This design comes from an exercise in tuning for small area on the open sky130 flow, not from production work.
Only simulation tests tie the RTL to the original design; equivalence was not proved.
Power and IR drop assume default switching activity.

$ cat design/flow/run.sh
#!/bin/bash
# synth_recipe.tcl (not shown) runs the flow's synth.tcl, then flattens the netlist and writes it again
# the make line also repeats each setting of config.mk as NAME=value (left out here)
make -C /OpenROAD-flow-scripts/flow DESIGN_CONFIG=/design/flow/config.mk WORK_HOME=/design/flow/orfs CLKGATE_MAP_FILE= SYNTH_SCRIPT=/design/flow/synth_recipe.tcl finish
$ cat design/flow/config.mk
export PLATFORM = sky130hd
export DESIGN_NAME = riscV
export DESIGN_NICKNAME = riscV
export VERILOG_FILES = /design/flow/design.v
export SDC_FILE = /design/flow/constraint.sdc
export NUM_CORES = 4
export LEC_CHECK = 0
export CAP_MARGIN = 20
export CORE_MARGIN = 2
export CORE_UTILIZATION = 40
export PLACE_DENSITY = 0.6
export SLEW_MARGIN = 20
$ cat design/flow/constraint.sdc
create_clock -name core_clock -period 10.0 [get_ports {clk}]
set_input_delay 2.0000 -clock core_clock [delete_from_list [all_inputs] [get_ports {clk}]]
set_output_delay 2.0000 -clock core_clock [all_outputs]
set_load 0.01 [all_outputs]
$ cat design/flow/design.v
module riscV(
    input wire clk,
    input wire reset,
    output wire [31:0] imem_addr,
    input wire [31:0] imem_rdata,
    output wire [31:0] dmem_addr,
    output wire [31:0] dmem_wdata,
    output wire [2:0] dmem_size,
    output wire dmem_we,
    output wire dmem_re,
    input wire [31:0] dmem_rdata,
    output wire [18:0] out
);
localparam [3:0] C_NOP   = 4'd0,
                 C_LUI   = 4'd1,
                 C_AUIPC = 4'd2,
                 C_JAL   = 4'd3,
                 C_IA    = 4'd4,
                 C_LD    = 4'd5,
                 C_JALR  = 4'd6,
                 C_R     = 4'd12,
                 C_ST    = 4'd13,
                 C_BR    = 4'd14;
reg [31:1] pc;                   
assign imem_addr = {pc, 1'b0};
reg [3:0] f_cls;
always @(*) begin
    case (imem_rdata[6:0])
    7'b0110011: f_cls = C_R;
    7'b0010011: f_cls = C_IA;
    7'b0000011: f_cls = C_LD;
    7'b0100011: f_cls = C_ST;
    7'b1100011: f_cls = C_BR;
    7'b1101111: f_cls = C_JAL;
    7'b1100111: f_cls = C_JALR;
    7'b0110111: f_cls = C_LUI;
    7'b0010111: f_cls = C_AUIPC;
    default:    f_cls = C_NOP;
    endcase
end
reg [3:0]  d_cls;
reg [31:7] d_ins;
reg [31:1] d_pc;
wire d_r    = d_cls == C_R;
wire d_ia   = d_cls == C_IA;
wire d_ld   = d_cls == C_LD;
wire d_st   = d_cls == C_ST;
wire d_br   = d_cls == C_BR;
wire d_jal  = d_cls == C_JAL;
wire d_jalr = d_cls == C_JALR;
wire d_lui  = d_cls == C_LUI;
wire d_aui  = d_cls == C_AUIPC;
wire d_rs1r = d_r | d_ia | d_ld | d_st | d_br | d_jalr;
wire d_rs2r = d_r | d_st | d_br;
wire d_rdEn = d_r | d_ia | d_ld | d_jal | d_jalr | d_lui | d_aui;
reg        e_wen, e_ld, e_st, e_br, e_jalr;
reg        e_rs1r, e_rs2r, e_pxsel, e_immsel, e_arith, e_pred;
reg [31:7] e_ins;
reg [31:1] e_px;
wire       e_redirect;
wire [31:1] e_target;
reg [1:0] bp;                    
wire pred = bp[1];
wire lu = e_ld & e_wen &
          ((d_rs1r & (d_ins[19:15] == e_ins[11:7])) |
           (d_rs2r & (d_ins[24:20] == e_ins[11:7])));
wire d_take = (d_br & pred) | d_jal;
reg [31:1] d_imm;
always @(*) begin
    if (d_jal)
        d_imm = {{12{d_ins[31]}}, d_ins[19:12], d_ins[20], d_ins[30:21]};
    else if (d_aui)
        d_imm = {d_ins[31:12], 11'd0};
    else
        d_imm = {{20{d_ins[31]}}, d_ins[7], d_ins[30:25], d_ins[11:8]};
end
wire [31:1] d_tgt = d_pc + d_imm;
wire [31:1] d_px = (d_aui | (d_br & ~pred)) ? d_tgt : pc;
wire stall   = lu & ~e_redirect;
wire f_flush = reset | e_redirect | (d_take & ~lu);
wire d_flush = reset | e_redirect | lu;
always @(posedge clk) begin
    if (reset)
        pc <= 31'd0;
    else if (e_redirect)
        pc <= e_target;
    else if (!lu) begin
        if (d_take) pc <= d_tgt;
        else        pc <= pc + 31'd2;
    end
end
always @(posedge clk) begin
    if (f_flush)
        d_cls <= C_NOP;
    else if (!stall)
        d_cls <= f_cls;
    if (!stall) begin
        d_ins <= imem_rdata[31:7];
        d_pc  <= pc;
    end
end
always @(posedge clk) begin
    if (d_flush) begin
        e_wen  <= 1'b0;
        e_ld   <= 1'b0;
        e_st   <= 1'b0;
        e_br   <= 1'b0;
        e_jalr <= 1'b0;
    end else begin
        e_wen  <= d_rdEn & (d_ins[11:7] != 5'd0);
        e_ld   <= d_ld;
        e_st   <= d_st;
        e_br   <= d_br;
        e_jalr <= d_jalr;
    end
    e_rs1r   <= d_rs1r;
    e_rs2r   <= d_rs2r;
    e_pxsel  <= d_aui | d_jal | d_jalr;
    e_immsel <= d_ia | d_ld | d_st | d_jalr;
    e_arith  <= d_r | d_ia;
    e_pred   <= pred;
    e_ins    <= d_ins;
    e_px     <= d_px;
end
reg  [31:0] m_res;
reg  [4:0]  m_rd;
reg         m_wen;
wire [4:0] e_rs1 = e_ins[19:15];
wire [4:0] e_rs2 = e_ins[24:20];
wire [2:0] e_f3  = e_ins[14:12];
wire [31:0] m_wd;
wire [31:0] rfq [0:31];
assign rfq[0] = 32'd0;
wire [31:0] m_wd_r = m_wd & {32{~reset}};
genvar gi;
generate
    for (gi = 1; gi < 32; gi = gi + 1) begin : rf
        reg [31:0] q;
        always @(posedge clk)
            if (reset | (m_wen & (m_rd == gi)))
                q <= m_wd_r;
        assign rfq[gi] = q;
    end
endgenerate
wire [4:0] ra1 = e_rs1r ? e_rs1 : 5'd0;
wire [4:0] ra2 = e_rs2r ? e_rs2 : 5'd0;
wire [31:0] rv1 = rfq[ra1];
wire [31:0] rv2 = rfq[ra2];
wire fwd1 = m_wen & e_rs1r & (m_rd == e_rs1);
wire fwd2 = m_wen & e_rs2r & (m_rd == e_rs2);
wire [31:0] opa = fwd1 ? m_res : rv1;
wire [31:0] opb = fwd2 ? m_res : rv2;
wire [31:0] e_imm = {{20{e_ins[31]}}, e_ins[31:25], e_st ? e_ins[11:7] : e_ins[24:20]};
wire [31:0] opb2 = e_immsel ? e_imm : opb;
wire [3:0] fn = e_arith ? {e_ins[30] & (e_rs2r | (e_f3 == 3'b101)), e_f3} : 4'b0000;
wire sub = e_br | (fn == 4'b1000) | (fn == 4'b0010) | (fn == 4'b0011);
wire [32:0] sum = {1'b0, opa} + {1'b0, opb2 ^ {32{sub}}} + {32'd0, sub};
wire ltu = ~sum[32];
wire lt  = (opa[31] ^ opb2[31]) ? opa[31] : sum[31];
wire eq  = sum[31:0] == 32'd0;
function [31:0] rev32(input [31:0] x);
    integer k;
    for (k = 0; k < 32; k = k + 1) rev32[k] = x[31 - k];
endfunction
wire shl = fn[2:0] == 3'b001;
wire [31:0] sh_in = shl ? rev32(opa) : opa;
wire sh_fill = fn[3] & opa[31];
wire [31:0] sh_1 = opb2[0] ? {{1{sh_fill}},  sh_in[31:1]}  : sh_in;
wire [31:0] sh_2 = opb2[1] ? {{2{sh_fill}},  sh_1[31:2]}   : sh_1;
wire [31:0] sh_4 = opb2[2] ? {{4{sh_fill}},  sh_2[31:4]}   : sh_2;
wire [31:0] sh_8 = opb2[3] ? {{8{sh_fill}},  sh_4[31:8]}   : sh_4;
wire [31:0] sh_r = opb2[4] ? {{16{sh_fill}}, sh_8[31:16]}  : sh_8;
reg [31:0] alu;
always @(*) begin
    case (fn)
    4'b0000, 4'b1000: alu = sum[31:0];
    4'b0100: alu = opa ^ opb2;
    4'b0110: alu = opa | opb2;
    4'b0111: alu = opa & opb2;
    4'b0001: alu = rev32(sh_r);
    4'b0101, 4'b1101: alu = sh_r;
    4'b0010: alu = {31'd0, lt};
    4'b0011: alu = {31'd0, ltu};
    default: alu = 32'd0;
    endcase
end
wire [31:0] e_res = e_pxsel ? {e_px, 1'b0} : alu;
reg taken;
always @(*) begin
    case (e_f3)
    3'b000: taken = eq;
    3'b001: taken = ~eq;
    3'b100: taken = lt;
    3'b101: taken = ~lt;
    3'b110: taken = ltu;
    3'b111: taken = ~ltu;
    default: taken = 1'b0;
    endcase
end
wire mispred = e_br & (taken != e_pred);
assign e_redirect = mispred | e_jalr;
assign e_target = e_jalr ? sum[31:1] : e_px;
always @(posedge clk) begin
    if (reset)
        bp <= 2'b01;
    else if (e_br)
        case (bp)
        2'b00: bp <= mispred ? 2'b01 : 2'b00;
        2'b01: bp <= mispred ? 2'b10 : 2'b00;
        2'b10: bp <= mispred ? 2'b01 : 2'b11;
        2'b11: bp <= mispred ? 2'b10 : 2'b11;
        endcase
end
reg [31:0] m_wdata;
reg [2:0]  m_f3;
reg        m_we, m_re;
always @(posedge clk) begin
    if (reset) begin
        m_wen <= 1'b0;
        m_we  <= 1'b0;
        m_re  <= 1'b0;
    end else begin
        m_wen <= e_wen;
        m_we  <= e_st;
        m_re  <= e_ld;
    end
    m_res   <= e_res;
    m_wdata <= opb;
    m_f3    <= e_f3;
    m_rd    <= e_ins[11:7];
end
assign dmem_addr  = m_res;
assign dmem_wdata = m_wdata;
assign dmem_size  = m_f3;
assign dmem_we    = m_we;
assign dmem_re    = m_re;
reg [31:0] ld;
always @(*) begin
    case (m_f3)
    3'b000: ld = {{24{dmem_rdata[7]}}, dmem_rdata[7:0]};
    3'b001: ld = {{16{dmem_rdata[15]}}, dmem_rdata[15:0]};
    3'b010: ld = dmem_rdata;
    3'b100: ld = {24'd0, dmem_rdata[7:0]};
    3'b101: ld = {16'd0, dmem_rdata[15:0]};
    default: ld = 32'd0;
    endcase
end
assign m_wd = m_re ? ld : m_res;
reg [18:0] out_q;
always @(posedge clk) begin
    if (reset) out_q <= 19'd0;
    else       out_q <= rfq[31][18:0];
end
assign out = out_q;
endmodule
==> reports/qor.json <==
{
  "status": {"value": "finished clean"},
  "critical-path-top-cell-by-count": {"value": "sky130_fd_sc_hd__buf_4"},
  "power.total": {"value": 11800, "unit": "uW"},
  "die_h": {"value": 392, "unit": "um"},
  "die-area": {"value": 0.153, "unit": "mm2"},
  "drtPass1Iterations": {"value": 17},
  "hold_path_class": {"value": "register to register"},
  "worst-path-max-fanout": {"value": 31},
  "netlist_instances": {"value": 5233},
  "die_w": {"value": 392, "unit": "um"},
  "report.final.setup_viol": {"value": 0},
  "track_usage": {"value": 39.9, "unit": "%"},
  "peak_per_stage_delay_on_the_critical_path": {"value": 1010, "unit": "ps"},
  "cts_hold_buffers": {"value": 0},
  "layout-area-overhead-vs-synth": {"value": 17.8, "unit": "%"},
  "final.fill_count": {"value": 13380},
  "synth.ff_latch_count": {"value": 1246},
  "worst_setup_path_start_kind": {"value": "register"},
  "placement.io_buffers": {"value": 184},
  "worstSkewPairLatency": {"value": 830, "unit": "ps"},
  "vias_per_cell": {"value": 7.21},
  "num-nets-final": {"value": 5660},
  "min_period_over_period": {"value": 94.8, "unit": "%"},
  "num_io_pins": {"value": 186},
  "max-clock-path-buffers": {"value": 3},
  "vias_in_the_first_global_route": {"value": 50920},
  "synth_async_sr_flop_share": {"value": 0, "unit": "%"},
  "synthesis.nets": {"value": 5427},
  "post-place-cells": {"value": 7337},
  "fmax": {"value": 105, "unit": "MHz"},
  "yosys_most_used_dff": {"value": "sky130_fd_sc_hd__edfxtp_1"},
  "avgSynthCellArea": {"value": 11.5, "unit": "um2"},
  "tritoncts": {"value": "yes"},
  "p_leak": {"value": 0.0270, "unit": "uW"},
  "wirelength": {"value": 315000, "unit": "um"},
  "ant_nets": {"value": 0},
  "clk_transition_reported_paths": {"value": 60, "unit": "ps"},
  "cpMaxStageDelayCell": {"value": "sky130_fd_sc_hd__nor4_1"},
  "timing.setup.tns": {"value": 0, "unit": "ps"},
  "worst_slew_margin_rel": {"value": 10.6, "unit": "%"},
  "grt_setup_unrepaired": {"value": "false"},
  "numCtsBuffers": {"value": 139},
  "endpoint_kind": {"value": "register"},
  "final_cells": {"value": 7608},
  "syn-cell-area": {"value": 0.0601, "unit": "mm2"},
  "grt_pass1_wl": {"value": 419000, "unit": "um"},
  "synth_cell_types": {"value": 94},
  "clockRootBuffer": {"value": "sky130_fd_sc_hd__clkbuf_16"},
  "wire_per_inst": {"value": 41.4, "unit": "um"},
  "critPathKind": {"value": "register to register"},
  "synthesis.yosys.warnings": {"value": 1},
  "clock-sinks": {"value": 1246},
  "ys_top_cells_by_area": {"value": "sky130_fd_sc_hd__edfxtp_1 (52%), sky130_fd_sc_hd__a22oi_1 (11%), sky130_fd_sc_hd__dfxtp_1 (6.6%)"},
  "timing.critical_path.arrival": {"value": 10190, "unit": "ps"},
  "synth_area_leader_cell": {"value": "sky130_fd_sc_hd__edfxtp_1"},
  "cts_resized": {"value": 0},
  "place_congestion": {"value": 1.06},
  "final_layout_size_suffix_gt1_share": {"value": 11.9, "unit": "%"},
  "postPlaceCellArea": {"value": 0.0660, "unit": "mm2"},
  "synth_top_area_share": {"value": 52.4, "unit": "%"},
  "critical_path_required": {"value": 10710, "unit": "ps"},
  "rows": {"value": 142},
  "first_iteration_detailed_routing_drc_count": {"value": 12279},
  "power_density": {"value": 167, "unit": "mW/mm2"},
  "grt_max_degree": {"value": 62},
  "tightestPinTransition": {"value": 1330, "unit": "ps"},
  "dp_hpwl": {"value": 199000, "unit": "um"},
  "cts_max_level": {"value": 4},
  "vdd.ir_drop.worst": {"value": 0.182, "unit": "mV"},
  "post_cts.repair.setup_buffers": {"value": 0},
  "hold_viol_final": {"value": 0},
  "clock-skew-final": {"value": 36.5, "unit": "ps"},
  "timing.max_cap.violations": {"value": 0},
  "detail_route.drc_violations": {"value": 0},
  "start_util": {"value": 40.2, "unit": "%"},
  "fin_hold_ws": {"value": 377, "unit": "ps"},
  "timing.final.max_slew_violations": {"value": 0},
  "synth_enable_flop_cells": {"value": 1048},
  "seq_area_frac_synth": {"value": 59.0, "unit": "%"},
  "final_period_minus_worst_setup_slack": {"value": 9480, "unit": "ps"},
  "dr_total_vias": {"value": 54868},
  "grt-ovfl-total": {"value": 0},
  "antenna_violations_before_repair": {"value": 17},
  "stdcell_area": {"value": 0.0708, "unit": "mm2"},
  "area_inside_the_core_boundary": {"value": 0.149, "unit": "mm2"}
}
## cells in the final DEF, fill, tap and decap left out, types with 82 or more instances in the layout
master	instances
sky130_fd_sc_hd__o21ai_0	180
sky130_fd_sc_hd__nand3_1	109
sky130_fd_sc_hd__a21oi_1	177
sky130_fd_sc_hd__nand2_1	616
sky130_fd_sc_hd__inv_1	100
sky130_fd_sc_hd__clkdlybuf4s50_1	183
sky130_fd_sc_hd__nor3_1	82
sky130_fd_sc_hd__ha_1	126
sky130_fd_sc_hd__buf_4	267
sky130_fd_sc_hd__clkbuf_16	142
sky130_fd_sc_hd__dfxtp_1	196
sky130_fd_sc_hd__nor2_1	189
sky130_fd_sc_hd__a22oi_1	897
sky130_fd_sc_hd__edfxtp_1	1048
sky130_fd_sc_hd__mux2i_1	127
## registers in the layout, summed over array words and instances, names as in the netlist, 3 cells and up, named ones only
signal   flops
rf.q       992
m_res       32
m_wdata     32
d_pc        31
e_px        31
pc          31
d_ins       25
e_ins       25
out_q       19
m_rd         5
d_cls        4
m_f3         3
## logic make-up after synthesis
group	after synthesis	synth area share (%)
XOR/XNOR	108	1.57
adder cells (fa/ha/maj)	128	2.69
AND/OR/NAND/NOR	1445	11.3
AO/OA/AOI/OAI	1690	20.1
buffers and inverters	479	3.06
flip-flops	1246	59.0
multiplexers	136	2.31
other	1	0.00624
## critical path, delay by kind of cell, from the launching register on
family,cells,cell delay [ps]
AND/OR/NAND/NOR,9,3160
buffers and inverters,3,1050
flip-flops,1,570
adder cells (fa/ha/maj),1,270
AO/OA/AOI/OAI,13,2870
multiplexers,2,900
XOR/XNOR,2,530
## metal layers
metal  part of all wire, %  wire [um]  GRT usage, %  up-vias
li1                      -          -             -    21014
met5                  0.17        530          1.59        -
met4                   8.5      26800          26.6       26
met3                    17      53500          19.5     1533
met1                    34     106000          47.6    26597
met2                    41     128000          56.5     5698
## worst paths after layout
check	startpoint	endpoint	slack (ps)	depth (start not counted)
worst max register to register	e_ins[23]	pc[24]	520	30
worst min-delay path	d_ins[12]	e_ins[12]	380	0
worst min register to register	d_ins[12]	e_ins[12]	380	0
worst max-delay path	e_ins[23]	pc[24]	520	30
## power by group
part           switching [uW]  total [uW]  internal (uW)
combinational             377         498            121
clock                    2260        5310           3050
sequential                193        6020           5830
total                    2830       11800           9000
## cells in the mapped netlist (all sizes together), types with 69 or more instances
master  number
mux2i      128
nand4       76
ha         126
edfxtp    1048
inv        102
dfxtp      198
clkbuf     309
a21oi      179
a22oi      897
nor3        98
nor2       240
nand3      109
o21ai      203
xnor2       69
nand2      631
## per-stage QoR
stage	util, %	setup slack [ps]
floorplan	-	1450
global placement	44.2	990
detailed placement	44.2	932
CTS	47.3	945
global route	47.3	184
finish	47.4	517
## cell type report
class	count	area [um2]	area share [%]
clock inverters	87	967	1.37
inverters	105	394	0.557
diodes	15	37.5	0.0530
repair buffers	466	4120	5.83
clock buffers	165	3660	5.17
well taps	2016	2520	3.56
multi-input cells	3508	23600	33.4
flip-flops and latches	1246	35400	50.1

-- static timing again, ports no longer ideal --
The results above use ideal ports. As a check the final layout listed here was re-extracted and re-timed, cells and wires unchanged. Step 1 (the two cells are an assumption about what drives the block):
set clk [get_ports {clk}]
set_driving_cell -lib_cell sky130_fd_sc_hd__clkbuf_16 $clk
set_driving_cell -lib_cell sky130_fd_sc_hd__buf_2 [delete_from_list [all_inputs] $clk]
Step 2, shift: input delay + t, output delay - t, t = (earliest + latest rising clock arrival at the registers) / 2. This alone moves slack from input paths to output paths. Three values: no drivers, after step 1, after step 2; two values: the first two.
t (ns): 0.887
slack for setup (ns): 0.517 / 0.517 / 0.517
worst slew at a driven data input, ns: 0.05
After both steps setup and hold are still met in this run. The setup slack of this run moves by 0.000 ns with the drivers and by 0.000 ns with both steps.
